From an optimization exercise on the open Yosys and OpenROAD flow, aimed at small area, a short achievable clock period and few clock cycles; shortcuts taken in it are not production practice.
In this exercise RTL edits were held to simulation tests only and were not proved equivalent to the original.
Power is estimated from default activity; no workload was simulated.

==> trial 95 <==
==> flow/design.v <==
package calc_pkg;
    typedef struct packed {
        logic on;
        logic off;
        logic mem_rc;
        logic mem_sub;
        logic mem_add;
        logic op_percent;
        logic op_sqrt;
        logic op_div;
        logic op_mul;
        logic op_sub;
        logic op_add;
        logic op_eq;
        logic dot;
        logic num_1;
        logic num_2;
        logic num_3;
        logic num_4;
        logic num_5;
        logic num_6;
        logic num_7;
        logic num_8;
        logic num_9;
        logic num_0;
    } buttons_t;
    typedef enum logic [4:0] {
        B_NONE,          
        B_ON,            
        B_OFF,           
        B_MEM_RC,        
        B_MEM_SUB,       
        B_MEM_ADD,       
        B_OP_PERCENT,    
        B_OP_SQRT,       
        B_OP_DIV,        
        B_OP_MUL,        
        B_OP_SUB,        
        B_OP_ADD,        
        B_OP_EQ,         
        B_DOT,           
        B_NUM_1,         
        B_NUM_2,         
        B_NUM_3,         
        B_NUM_4,         
        B_NUM_5,         
        B_NUM_6,         
        B_NUM_7,         
        B_NUM_8,         
        B_NUM_9,         
        B_NUM_0,         
        B_UNKNOWN        
    } active_button_t;
    function automatic logic isNumberButton(active_button_t active_button);
        isNumberButton = ((active_button >= calc_pkg::B_NUM_1) && (active_button <= calc_pkg::B_NUM_0));
    endfunction
    function automatic logic isOpButton(active_button_t active_button);
        isOpButton = ((active_button >= calc_pkg::B_OP_DIV) && (active_button <= calc_pkg::B_OP_ADD));
    endfunction
    function automatic logic isEqButton(active_button_t active_button);
        isEqButton = (active_button == calc_pkg::B_OP_EQ);
    endfunction
    function automatic logic isDotButton(active_button_t active_button);
        isDotButton = (active_button == calc_pkg::B_DOT);
    endfunction
    typedef logic [3:0] bcd_t;
    function automatic logic [6:0] bcd2segments(bcd_t bcd);
        unique case (bcd)
            4'd0: bcd2segments = 7'b1111110;
            4'd1: bcd2segments = 7'b0110000;
            4'd2: bcd2segments = 7'b1101101;
            4'd3: bcd2segments = 7'b1111001;
            4'd4: bcd2segments = 7'b0110011;
            4'd5: bcd2segments = 7'b1011011;
            4'd6: bcd2segments = 7'b1011111;
            4'd7: bcd2segments = 7'b1110000;
            4'd8: bcd2segments = 7'b1111111;
            4'd9: bcd2segments = 7'b1111011;
            default: bcd2segments = 7'bxxxxxxx;
        endcase
    endfunction
    typedef enum logic [1:0] {
        OP_NONE,
        OP_ADD,
        OP_MUL,
        OP_DIV
    } op_t;
    function automatic op_t button2op(active_button_t active_button);
        unique case (active_button)
            calc_pkg::B_OP_DIV: button2op = calc_pkg::OP_DIV;
            calc_pkg::B_OP_MUL: button2op = calc_pkg::OP_MUL;
            calc_pkg::B_OP_SUB: button2op = calc_pkg::OP_ADD;
            calc_pkg::B_OP_ADD: button2op = calc_pkg::OP_ADD;
            default: button2op = calc_pkg::OP_NONE;
        endcase
    endfunction
    function automatic bcd_t button2bcd(active_button_t active_button);
        unique case (active_button)
            calc_pkg::B_NUM_1: button2bcd = 1;
            calc_pkg::B_NUM_2: button2bcd = 2;
            calc_pkg::B_NUM_3: button2bcd = 3;
            calc_pkg::B_NUM_4: button2bcd = 4;
            calc_pkg::B_NUM_5: button2bcd = 5;
            calc_pkg::B_NUM_6: button2bcd = 6;
            calc_pkg::B_NUM_7: button2bcd = 7;
            calc_pkg::B_NUM_8: button2bcd = 8;
            calc_pkg::B_NUM_9: button2bcd = 9;
            calc_pkg::B_NUM_0: button2bcd = 0;
            default: button2bcd = 0;
        endcase
    endfunction
    parameter NumDigits = 8;
    typedef logic unsigned [$clog2(NumDigits)-1:0] exponent_t;
    typedef struct packed {
        logic error;
        logic sign;
        exponent_t exponent;
        bcd_t [NumDigits-1:0] significand;
    } num_t;
    function automatic num_t neg(num_t num);
        neg = num;
        neg.sign = !num.sign;
    endfunction
endpackage
module alu_add (
    input   logic           clk_i,
    input   logic           rst_i,
    input   logic [36:0]    left_i,      
    input   logic [36:0]    right_i,     
    output  logic           in_ready_o,
    input   logic           in_valid_i,
    output  logic [36:0]    result_o,    
    input   logic           out_ready_i,
    output  logic           out_valid_o
);
function automatic logic [3:0] c9(input logic [3:0] y, input logic en);
    c9 = {en ? ~(y[3] | y[2] | y[1]) : y[3], y[2] ^ (en & y[1]), y[1], y[0] ^ en};
endfunction
function automatic logic [3:0] dinc(input logic [3:0] r, input logic c);
    dinc = c ? {(r[3] & ~r[0]) | (r[2] & r[1] & r[0]), r[2] ^ (r[1] & r[0]), (r[1] ^ r[0]) & ~r[3], ~r[0]} : r;
endfunction
logic v1_q, v2_q, en1, en2;
assign en2         = !v2_q || out_ready_i;
assign en1         = !v1_q || en2;
assign in_ready_o  = en1;
assign out_valid_o = v2_q;
logic ld1, ld2;
assign ld1 = en1 && in_valid_i;
assign ld2 = en2 && v1_q;
always_ff @(posedge clk_i) begin
    if (rst_i) begin
        v1_q <= 1'b0;
        v2_q <= 1'b0;
    end else begin
        if (en1) v1_q <= in_valid_i;
        if (en2) v2_q <= v1_q;
    end
end
logic [31:0] sa, sb, xa, yb, xb;
logic [2:0]  ea, eb, er, dab, dba, sha, shb;
logic        ga, gb, a_lt, sub;
assign sa = left_i[31:0];
assign sb = right_i[31:0];
assign ea = left_i[34:32];
assign eb = right_i[34:32];
assign ga = left_i[35];
assign gb = right_i[35];
assign a_lt = (ea < eb);
assign dab  = ea - eb;
assign dba  = eb - ea;
assign sha  = a_lt ? dba : 3'd0;
assign shb  = a_lt ? 3'd0 : dab;
assign er   = a_lt ? eb : ea;
assign sub  = ga ^ gb;
assign xa   = sa >> {sha, 2'b00};
always_comb
    for (int i = 0; i < 8; i++)
        yb[4*i +: 4] = c9(sb[4*i +: 4], sub);
always_comb begin
    logic [31:0] t4, t2;
    logic [3:0]  f;
    f  = {sub, 2'b00, sub};
    t4 = shb[2] ? {{4{f}}, yb[31:16]} : yb;
    t2 = shb[1] ? {{2{f}}, t4[31:8]} : t4;
    xb = shb[0] ? {f, t2[31:4]} : t2;
end
logic [4:0] z  [8];
logic [3:0] xk [8];
logic [3:0] xh [8];
logic [4:0] xc [8];
always_comb begin
    for (int i = 0; i < 8; i++) begin
        xk[i] = xa[4*i +: 4] & xb[4*i +: 4];
        xh[i] = xa[4*i +: 4] ^ xb[4*i +: 4];
        xc[i][0] = 1'b0;
        xc[i][1] = xk[i][0];
        xc[i][2] = xk[i][1] | (xh[i][1] & xk[i][0]);
        xc[i][3] = xk[i][2] | (xh[i][2] & xk[i][1]) | (xh[i][2] & xh[i][1] & xk[i][0]);
        xc[i][4] = xk[i][3] | (xh[i][3] & xk[i][2]) | (xh[i][3] & xh[i][2] & xk[i][1])
                 | (xh[i][3] & xh[i][2] & xh[i][1] & xk[i][0]);
        z[i] = {xc[i][4], xh[i] ^ xc[i][3:0]};
    end
end
logic [4:0] z_q [8];
logic [2:0] er_q;
logic       sub_q, ga_q, gb_q;
always_ff @(posedge clk_i) begin
    if (ld1) begin
        for (int i = 0; i < 8; i++) z_q[i] <= z[i];
        er_q   <= er;
        sub_q  <= sub;
        ga_q   <= ga;
        gb_q   <= gb;
    end
end
logic [3:0] r0 [8];
logic [7:0] g, p;
always_comb begin
    for (int i = 0; i < 8; i++) begin
        g[i] = z_q[i][4] | (z_q[i][3] & (z_q[i][2] | z_q[i][1]));
        p[i] = ~z_q[i][4] & z_q[i][3] & ~z_q[i][2] & ~z_q[i][1] & z_q[i][0];
        r0[i] = g[i] ? {z_q[i][3] ^ (z_q[i][2] | z_q[i][1]), ~(z_q[i][2] ^ z_q[i][1]), ~z_q[i][1], z_q[i][0]}
                     : z_q[i][3:0];
    end
end
logic [8:0] c0, c1;
logic [7:0] gg [4];
logic [7:0] pp [4];
always_comb begin
    gg[0] = g; pp[0] = p;
    for (int l = 0; l < 3; l++) begin
        for (int i = 0; i < 8; i++) begin
            if (i >= (1 << l)) begin
                gg[l+1][i] = gg[l][i] | (pp[l][i] & gg[l][i - (1 << l)]);
                pp[l+1][i] = pp[l][i] & pp[l][i - (1 << l)];
            end else begin
                gg[l+1][i] = gg[l][i];
                pp[l+1][i] = pp[l][i];
            end
        end
    end
    c0[0] = 1'b0;
    c1[0] = 1'b1;
    for (int i = 0; i < 8; i++) begin
        c0[i+1] = gg[3][i];
        c1[i+1] = gg[3][i] | pp[3][i];
    end
end
logic        cy, inc, neg, shr;
logic [31:0] s;
assign cy  = c0[8];
assign inc = sub_q & cy;
assign neg = sub_q & ~cy;
assign shr = ~sub_q & cy;
always_comb
    for (int i = 0; i < 8; i++)
        s[4*i +: 4] = dinc(r0[i], c0[i] | (inc & c1[i]));
logic [7:0]  zd;         
logic [7:0]  lzt;        
logic [8:1]  kt;         
logic [2:0]  k;
logic [31:0] m, h4, h2, h1;
always_comb begin
    for (int i = 0; i < 8; i++) begin
        m[4*i +: 4] = c9(s[4*i +: 4], neg);
        zd[i] = (s[4*i +: 4] == {neg, 2'b00, neg});
    end
    lzt[0] = 1'b1;
    for (int j = 1; j <= 7; j++) begin
        lzt[j] = lzt[j-1] & zd[8-j];
        kt[j] = lzt[j] && (er_q >= 3'(j));
    end
    kt[8] = 1'b0;
    k[2] = kt[4];
    k[1] = kt[6] | (kt[2] & ~kt[4]);
    k[0] = kt[7] | (kt[5] & ~kt[6]) | (kt[3] & ~kt[4]) | (kt[1] & ~kt[2]);
    h4 = k[2] ? {m[15:0], 16'd0} : m;
    h2 = k[1] ? {h4[23:0], 8'd0} : h4;
    h1 = k[0] ? {h2[27:0], 4'd0} : h2;
end
logic [36:0] res;
assign res = shr ? {er_q == 3'd7, ga_q, er_q + 3'd1, 4'd1, s[31:4]}
                 : {1'b0, (neg ? gb_q : ga_q) & ~(&zd), er_q - k, h1};
logic [36:0] r2_q;
always_ff @(posedge clk_i)
    if (ld2) r2_q <= res;
assign result_o = r2_q;
endmodule
==> flow/flow/run.sh <==
#!/bin/bash
# Standard ORFS layout, with three changes: adders are left to abc as plain gates (no
# half/full adder cells), ports are buffered by buf_1 cells instead of clkdlybuf4s50_1,
# and timing repair aims at 5.6 ns of setup slack.
set -euo pipefail
bash standard.sh ADDER_MAP_FILE= 'BUFFER_PORTS_ARGS=-buffer_cell sky130_fd_sc_hd__buf_1' SETUP_SLACK_MARGIN=5.6 finish > standard.log 2>&1
==> flow/standard.sh <==
#!/bin/bash
# synth_recipe.tcl (not shown) runs the flow's synth.tcl, then flattens the netlist and writes it again
# the make line also repeats each setting of config.mk as NAME=value (left out here)
make -C /OpenROAD-flow-scripts/flow DESIGN_CONFIG=/design/flow/config.mk WORK_HOME=/design/flow/orfs CLKGATE_MAP_FILE= SYNTH_SCRIPT=/design/flow/synth_recipe.tcl "${@:-finish}"
==> flow/config.mk <==
export PLATFORM = sky130hd
export DESIGN_NAME = alu_add
export DESIGN_NICKNAME = alu_add
export VERILOG_FILES = /design/flow/design.v
export SDC_FILE = /design/flow/constraint.sdc
export NUM_CORES = 4
export LEC_CHECK = 0
export ABC_AREA = 1
export CAP_MARGIN = 0
export CORE_MARGIN = 2
export CORE_UTILIZATION = 40
export SLEW_MARGIN = 0
==> flow/constraint.sdc <==
create_clock -name core_clock -period 10.0 [get_ports {clk_i}]
set_input_delay 2.0000 -clock core_clock [delete_from_list [all_inputs] [get_ports {clk_i}]]
set_output_delay 2.0000 -clock core_clock [all_outputs]
set_load 0.01 [all_outputs]
==> build 47 (differences from trial 95) <==
==> flow/design.v, changed modules only <==
module alu_add (
    input   logic           clk_i,
    input   logic           rst_i,
    input   logic [36:0]    left_i,      
    input   logic [36:0]    right_i,     
    output  logic           in_ready_o,
    input   logic           in_valid_i,
    output  logic [36:0]    result_o,    
    input   logic           out_ready_i,
    output  logic           out_valid_o
);
function automatic logic [3:0] c9(input logic [3:0] y, input logic en);
    c9 = {en ? ~(y[3] | y[2] | y[1]) : y[3], y[2] ^ (en & y[1]), y[1], y[0] ^ en};
endfunction
function automatic logic [3:0] dinc(input logic [3:0] r, input logic c);
    dinc = c ? {(r[3] & ~r[0]) | (r[2] & r[1] & r[0]), r[2] ^ (r[1] & r[0]), (r[1] ^ r[0]) & ~r[3], ~r[0]} : r;
endfunction
logic v1_q, v2_q, en1, en2;
assign en2         = !v2_q || out_ready_i;
assign en1         = !v1_q || en2;
assign in_ready_o  = en1;
assign out_valid_o = v2_q;
always_ff @(posedge clk_i) begin
    if (rst_i) begin
        v1_q <= 1'b0;
        v2_q <= 1'b0;
    end else begin
        if (en1) v1_q <= in_valid_i;
        if (en2) v2_q <= v1_q;
    end
end
logic [31:0] sa, sb, big, sml, sml_sh;
logic [2:0]  ea, eb, er, d;
logic        ga, gb, a_ge, g_big, g_sml, sub;
assign sa = left_i[31:0];
assign sb = right_i[31:0];
assign ea = left_i[34:32];
assign eb = right_i[34:32];
assign ga = left_i[35];
assign gb = right_i[35];
assign a_ge   = (ea >= eb);
assign d      = a_ge ? (ea - eb) : (eb - ea);
assign er     = a_ge ? ea : eb;
assign big    = a_ge ? sa : sb;
assign sml    = a_ge ? sb : sa;
assign g_big  = a_ge ? ga : gb;
assign g_sml  = a_ge ? gb : ga;
assign sub    = ga ^ gb;
assign sml_sh = sml >> {d, 2'b00};
logic [4:0] z  [8];
logic [3:0] xk [8];
logic [3:0] xh [8];
logic [4:0] xc [8];
always_comb begin
    for (int i = 0; i < 8; i++) begin
        xk[i] = big[4*i +: 4] & c9(sml_sh[4*i +: 4], sub);
        xh[i] = big[4*i +: 4] ^ c9(sml_sh[4*i +: 4], sub);
        xc[i][0] = 1'b0;
        xc[i][1] = xk[i][0];
        xc[i][2] = xk[i][1] | (xh[i][1] & xk[i][0]);
        xc[i][3] = xk[i][2] | (xh[i][2] & xk[i][1]) | (xh[i][2] & xh[i][1] & xk[i][0]);
        xc[i][4] = xk[i][3] | (xh[i][3] & xk[i][2]) | (xh[i][3] & xh[i][2] & xk[i][1])
                 | (xh[i][3] & xh[i][2] & xh[i][1] & xk[i][0]);
        z[i] = {xc[i][4], xh[i] ^ xc[i][3:0]};
    end
end
logic [4:0] z_q [8];
logic [2:0] er_q;
logic       sub_q, gbig_q, gsml_q;
always_ff @(posedge clk_i) begin
    if (en1) begin
        for (int i = 0; i < 8; i++) z_q[i] <= z[i];
        er_q   <= er;
        sub_q  <= sub;
        gbig_q <= g_big;
        gsml_q <= g_sml;
    end
end
logic [3:0] r0 [8];
logic [7:0] g, p;
always_comb begin
    for (int i = 0; i < 8; i++) begin
        g[i] = z_q[i][4] | (z_q[i][3] & (z_q[i][2] | z_q[i][1]));
        p[i] = ~z_q[i][4] & z_q[i][3] & ~z_q[i][2] & ~z_q[i][1] & z_q[i][0];
        r0[i] = g[i] ? {z_q[i][3] ^ (z_q[i][2] | z_q[i][1]), ~(z_q[i][2] ^ z_q[i][1]), ~z_q[i][1], z_q[i][0]}
                     : z_q[i][3:0];
    end
end
logic [8:0] c0, c1;
logic [7:0] gg [4];
logic [7:0] pp [4];
always_comb begin
    gg[0] = g; pp[0] = p;
    for (int l = 0; l < 3; l++) begin
        for (int i = 0; i < 8; i++) begin
            if (i >= (1 << l)) begin
                gg[l+1][i] = gg[l][i] | (pp[l][i] & gg[l][i - (1 << l)]);
                pp[l+1][i] = pp[l][i] & pp[l][i - (1 << l)];
            end else begin
                gg[l+1][i] = gg[l][i];
                pp[l+1][i] = pp[l][i];
            end
        end
    end
    c0[0] = 1'b0;
    c1[0] = 1'b1;
    for (int i = 0; i < 8; i++) begin
        c0[i+1] = gg[3][i];
        c1[i+1] = gg[3][i] | pp[3][i];
    end
end
logic        cy, inc, neg, shr;
logic [31:0] s;
assign cy  = c0[8];
assign inc = sub_q & cy;
assign neg = sub_q & ~cy;
assign shr = ~sub_q & cy;
always_comb
    for (int i = 0; i < 8; i++)
        s[4*i +: 4] = dinc(r0[i], c0[i] | (inc & c1[i]));
logic [7:0]  zd;         
logic [7:0]  lzt;        
logic [8:1]  kt;         
logic [2:0]  k;
logic [31:0] h4, h2, h1, m;
logic [3:0]  fill;
assign fill = {neg, 2'b00, neg};
always_comb begin
    for (int i = 0; i < 8; i++)
        zd[i] = (s[4*i +: 4] == fill);
    lzt[0] = 1'b1;
    for (int j = 1; j <= 7; j++) begin
        lzt[j] = lzt[j-1] & zd[8-j];
        kt[j] = lzt[j] && (er_q >= 3'(j));
    end
    kt[8] = 1'b0;
    k[2] = kt[4];
    k[1] = kt[6] | (kt[2] & ~kt[4]);
    k[0] = kt[7] | (kt[5] & ~kt[6]) | (kt[3] & ~kt[4]) | (kt[1] & ~kt[2]);
    h4 = k[2] ? {s[15:0], {4{fill}}} : s;
    h2 = k[1] ? {h4[23:0], {2{fill}}} : h4;
    h1 = k[0] ? {h2[27:0], fill} : h2;
    for (int i = 0; i < 8; i++)
        m[4*i +: 4] = c9(h1[4*i +: 4], neg);
end
logic [36:0] res;
assign res = shr ? {er_q == 3'd7, gbig_q, er_q + 3'd1, 4'd1, s[31:4]}
                 : {1'b0, (neg ? gsml_q : gbig_q) & ~(&zd), er_q - k, m};
logic [36:0] r2_q;
always_ff @(posedge clk_i)
    if (en2) r2_q <= res;
assign result_o = r2_q;
endmodule
==> flow/flow/run.sh (replaced) <==
#!/bin/bash
# Standard ORFS layout, with ports buffered by buf_1 cells instead of clkdlybuf4s50_1.
set -euo pipefail
bash standard.sh 'BUFFER_PORTS_ARGS=-buffer_cell sky130_fd_sc_hd__buf_1' finish > standard.log 2>&1
- ABC_AREA: 1 -> unset
- CAP_MARGIN: 0 -> 20
- SETUP_SLACK_MARGIN: unset -> 5
- SLEW_MARGIN: 0 -> 20
==> trial 59 (differences from trial 95) <==
==> flow/flow/run.sh (replaced) <==
#!/bin/bash
# Standard ORFS layout, with ports buffered by buf_1 cells instead of clkdlybuf4s50_1.
set -euo pipefail
bash standard.sh 'BUFFER_PORTS_ARGS=-buffer_cell sky130_fd_sc_hd__buf_1' finish > standard.log 2>&1
- CTS_CLUSTER_DIAMETER: unset -> 100
- CTS_CLUSTER_SIZE: unset -> 30
- SETUP_SLACK_MARGIN: unset -> 5
==> build 38 (differences from trial 95) <==
==> flow/design.v, changed modules only <==
module alu_add (
    input   logic           clk_i,
    input   logic           rst_i,
    input   logic [36:0]    left_i,      
    input   logic [36:0]    right_i,     
    output  logic           in_ready_o,
    input   logic           in_valid_i,
    output  logic [36:0]    result_o,    
    input   logic           out_ready_i,
    output  logic           out_valid_o
);
function automatic logic [3:0] c9(input logic [3:0] y, input logic en);
    c9 = {en ? ~(y[3] | y[2] | y[1]) : y[3], y[2] ^ (en & y[1]), y[1], y[0] ^ en};
endfunction
function automatic logic [3:0] dinc(input logic [3:0] r, input logic c);
    dinc = c ? {(r[3] & ~r[0]) | (r[2] & r[1] & r[0]), r[2] ^ (r[1] & r[0]), (r[1] ^ r[0]) & ~r[3], ~r[0]} : r;
endfunction
logic v1_q, v2_q, en1, en2;
assign en2         = !v2_q || out_ready_i;
assign en1         = !v1_q || en2;
assign in_ready_o  = en1;
assign out_valid_o = v2_q;
always_ff @(posedge clk_i) begin
    if (rst_i) begin
        v1_q <= 1'b0;
        v2_q <= 1'b0;
    end else begin
        if (en1) v1_q <= in_valid_i;
        if (en2) v2_q <= v1_q;
    end
end
logic [31:0] sa, sb, xa, xb;
logic [2:0]  ea, eb, er, dab, dba, sha, shb;
logic        ga, gb, a_lt, sub;
assign sa = left_i[31:0];
assign sb = right_i[31:0];
assign ea = left_i[34:32];
assign eb = right_i[34:32];
assign ga = left_i[35];
assign gb = right_i[35];
assign a_lt = (ea < eb);
assign dab  = ea - eb;
assign dba  = eb - ea;
assign sha  = a_lt ? dba : 3'd0;
assign shb  = a_lt ? 3'd0 : dab;
assign er   = a_lt ? eb : ea;
assign sub  = ga ^ gb;
assign xa   = sa >> {sha, 2'b00};
assign xb   = sb >> {shb, 2'b00};
logic [4:0] z  [8];
logic [3:0] xk [8];
logic [3:0] xh [8];
logic [4:0] xc [8];
always_comb begin
    for (int i = 0; i < 8; i++) begin
        xk[i] = xa[4*i +: 4] & c9(xb[4*i +: 4], sub);
        xh[i] = xa[4*i +: 4] ^ c9(xb[4*i +: 4], sub);
        xc[i][0] = 1'b0;
        xc[i][1] = xk[i][0];
        xc[i][2] = xk[i][1] | (xh[i][1] & xk[i][0]);
        xc[i][3] = xk[i][2] | (xh[i][2] & xk[i][1]) | (xh[i][2] & xh[i][1] & xk[i][0]);
        xc[i][4] = xk[i][3] | (xh[i][3] & xk[i][2]) | (xh[i][3] & xh[i][2] & xk[i][1])
                 | (xh[i][3] & xh[i][2] & xh[i][1] & xk[i][0]);
        z[i] = {xc[i][4], xh[i] ^ xc[i][3:0]};
    end
end
logic [4:0] z_q [8];
logic [2:0] er_q;
logic       sub_q, ga_q, gb_q;
always_ff @(posedge clk_i) begin
    if (en1) begin
        for (int i = 0; i < 8; i++) z_q[i] <= z[i];
        er_q   <= er;
        sub_q  <= sub;
        ga_q   <= ga;
        gb_q   <= gb;
    end
end
logic [3:0] r0 [8];
logic [7:0] g, p;
always_comb begin
    for (int i = 0; i < 8; i++) begin
        g[i] = z_q[i][4] | (z_q[i][3] & (z_q[i][2] | z_q[i][1]));
        p[i] = ~z_q[i][4] & z_q[i][3] & ~z_q[i][2] & ~z_q[i][1] & z_q[i][0];
        r0[i] = g[i] ? {z_q[i][3] ^ (z_q[i][2] | z_q[i][1]), ~(z_q[i][2] ^ z_q[i][1]), ~z_q[i][1], z_q[i][0]}
                     : z_q[i][3:0];
    end
end
logic [8:0] c0, c1;
logic [7:0] gg [4];
logic [7:0] pp [4];
always_comb begin
    gg[0] = g; pp[0] = p;
    for (int l = 0; l < 3; l++) begin
        for (int i = 0; i < 8; i++) begin
            if (i >= (1 << l)) begin
                gg[l+1][i] = gg[l][i] | (pp[l][i] & gg[l][i - (1 << l)]);
                pp[l+1][i] = pp[l][i] & pp[l][i - (1 << l)];
            end else begin
                gg[l+1][i] = gg[l][i];
                pp[l+1][i] = pp[l][i];
            end
        end
    end
    c0[0] = 1'b0;
    c1[0] = 1'b1;
    for (int i = 0; i < 8; i++) begin
        c0[i+1] = gg[3][i];
        c1[i+1] = gg[3][i] | pp[3][i];
    end
end
logic        cy, inc, neg, shr;
logic [31:0] s;
assign cy  = c0[8];
assign inc = sub_q & cy;
assign neg = sub_q & ~cy;
assign shr = ~sub_q & cy;
always_comb
    for (int i = 0; i < 8; i++)
        s[4*i +: 4] = dinc(r0[i], c0[i] | (inc & c1[i]));
logic [7:0]  zd;         
logic [7:0]  lzt;        
logic [8:1]  kt;         
logic [2:0]  k;
logic [31:0] h4, h2, h1, m;
logic [3:0]  fill;
assign fill = {neg, 2'b00, neg};
always_comb begin
    for (int i = 0; i < 8; i++)
        zd[i] = (s[4*i +: 4] == fill);
    lzt[0] = 1'b1;
    for (int j = 1; j <= 7; j++) begin
        lzt[j] = lzt[j-1] & zd[8-j];
        kt[j] = lzt[j] && (er_q >= 3'(j));
    end
    kt[8] = 1'b0;
    k[2] = kt[4];
    k[1] = kt[6] | (kt[2] & ~kt[4]);
    k[0] = kt[7] | (kt[5] & ~kt[6]) | (kt[3] & ~kt[4]) | (kt[1] & ~kt[2]);
    h4 = k[2] ? {s[15:0], {4{fill}}} : s;
    h2 = k[1] ? {h4[23:0], {2{fill}}} : h4;
    h1 = k[0] ? {h2[27:0], fill} : h2;
    for (int i = 0; i < 8; i++)
        m[4*i +: 4] = c9(h1[4*i +: 4], neg);
end
logic [36:0] res;
assign res = shr ? {er_q == 3'd7, ga_q, er_q + 3'd1, 4'd1, s[31:4]}
                 : {1'b0, (neg ? gb_q : ga_q) & ~(&zd), er_q - k, m};
logic [36:0] r2_q;
always_ff @(posedge clk_i)
    if (en2) r2_q <= res;
assign result_o = r2_q;
endmodule
==> flow/flow/run.sh (replaced) <==
#!/bin/bash
# Standard ORFS layout, with ports buffered by buf_1 cells instead of clkdlybuf4s50_1.
set -euo pipefail
bash standard.sh 'BUFFER_PORTS_ARGS=-buffer_cell sky130_fd_sc_hd__buf_1' finish > standard.log 2>&1
- CAP_MARGIN: 0 -> 20
- CORE_UTILIZATION: 40 -> 60
- SETUP_SLACK_MARGIN: unset -> 5
- SLEW_MARGIN: 0 -> 20
==> notes <==
Build 38 ran to the end with no violations. Build 47 finished clean. Trial 95 completed with no timing, DRC or antenna violations. Trial 59 ran to the end with no violations.
The lowest final cell count belongs to build 47, the highest to build 38.
Of trial 95 and build 38, build 38 has the higher combinational power (gap about 56%, measured against build 38).
In count of clock-buffer cells in the layout, trial 95 and build 47 do not differ.
First-iteration DRC count: trial 59 < trial 95 < build 47 < build 38.
Worst setup slack, highest first: trial 95, trial 59, build 38, build 47.
The highest total power belongs to build 47, the lowest to trial 95.
Via count, highest first: build 38, trial 59, trial 95, build 47.
Non-clock buffer count, highest first: build 47, trial 95, build 38, trial 59.
Flip-flop and latch count is the same in trial 95 and trial 59.
Of trial 59 and build 38, trial 59 has the higher clock skew (gap 0.00065 ns).
==> figures <==
| item | trial 59 | build 38 | trial 95 | build 47 |
|---|---|---|---|---|
| Result of the run | no timing/DRC/antenna violations | no timing/DRC/antenna violations | no timing/DRC/antenna violations | no timing/DRC/antenna violations |
| Part of the Yosys area used for sequential elements | 0.252 | 0.247 | 0.277 | 0.256 |
| Synthesized-area fraction occupied by and/or/nand/nor cells | 0.361 | 0.352 | 0.375 | 0.158 |
| Critical path launch point type | input port | input port | input port | flip-flop |
| Final min period | 4.79 ns | 4.96 ns | 4.62 ns | 5.12 ns |
| Clock Latency Late Sink | 0.35 ns | 0.34 ns | 0.35 ns | 0.36 ns |
| Slew at the pin closest to its max-slew limit | 1.11 ns | 0.952 ns | 1.15 ns | 1.17 ns |
| Amount of wire on met3 after detailed routing | 1.37 mm | 1.81 mm | 1.12 mm | 2.35 mm |
| DRT met1 WL | 12.4 mm | 11.4 mm | 12.1 mm | 13.2 mm |
| Floorplan row count | 58 | 47 | 55 | 57 |
| Tap cell instance count | 330 | 220 | 285 | 324 |
| Clock network power | 0.333 mW | 0.349 mW | 0.391 mW | 0.342 mW |
| Vias | 9890 | 11000 | 9821 | 9699 |
| Vert. Die Dim | 163 µm | 135 µm | 155 µm | 161 µm |
| Final non-filler cell area | 11500 µm² | 12000 µm² | 11600 µm² | 13500 µm² |
| Compound-Gate Fraction of Synth Area | 0.118 | 0.138 | 0.169 | 0.179 |
| Multi-input gate share of total cell area | 0.583 | 0.570 | 0.539 | 0.596 |
| Wire per inst | 14.6 µm | 15.3 µm | 14.9 µm | 19.1 µm |
| Register share of total power | 0.194 | 0.162 | 0.227 | 0.142 |
| Number of cells on the critical path | 16 | 17 | 24 | 17 |
| Required time of the worst setup path | 10.10 ns | 10.09 ns | 10.10 ns | 10.09 ns |
Testbench counts of trial 95, summed over its fixed seeds: cycles 3,216.
Testbench counts of build 47, summed over its fixed seeds: cycles 3,216.
Testbench counts of trial 59, summed over its fixed seeds: cycles 3,216.
Testbench counts of build 38, summed over its fixed seeds: cycles 3,216.

port drivers added, routing unchanged:
In the flow no input, the clock included, has a driving cell. The finished layouts below were timed again as built, in two steps.
Step 1, drivers: a clkbuf_16 drives clk_i and a buf_2 each remaining input, both assumed.
Step 2 adds t to the input delays and takes it off the output delays; t is the mean of the earliest and latest rising clock arrival at the registers after step 1. Input paths then give back, and output paths get back, about the clock's delay inside the block.
Three values: ideal ports, drivers, drivers and shift; two values: the first two.
run	t, ns	slack for setup (ns)	latest minus earliest clock arrival (ns)	slew at the worst register clock pin (ns)
trial 95	0.393	5.382 / 5.379 / 4.986	0.012 / 0.013	0.07 / 0.07
build 47	0.402	4.883 / 4.883 / 4.588	0.007 / 0.006	0.07 / 0.07
trial 59	0.392	5.207 / 5.235 / 4.843	0.010 / 0.010	0.06 / 0.06
build 38	0.382	5.038 / 5.053 / 4.671	0.008 / 0.007	0.06 / 0.06
After both steps every run listed still meets setup and hold. The setup slack of trial 95, which loses most, moves by -0.003 ns with the drivers and by -0.396 ns with both steps.
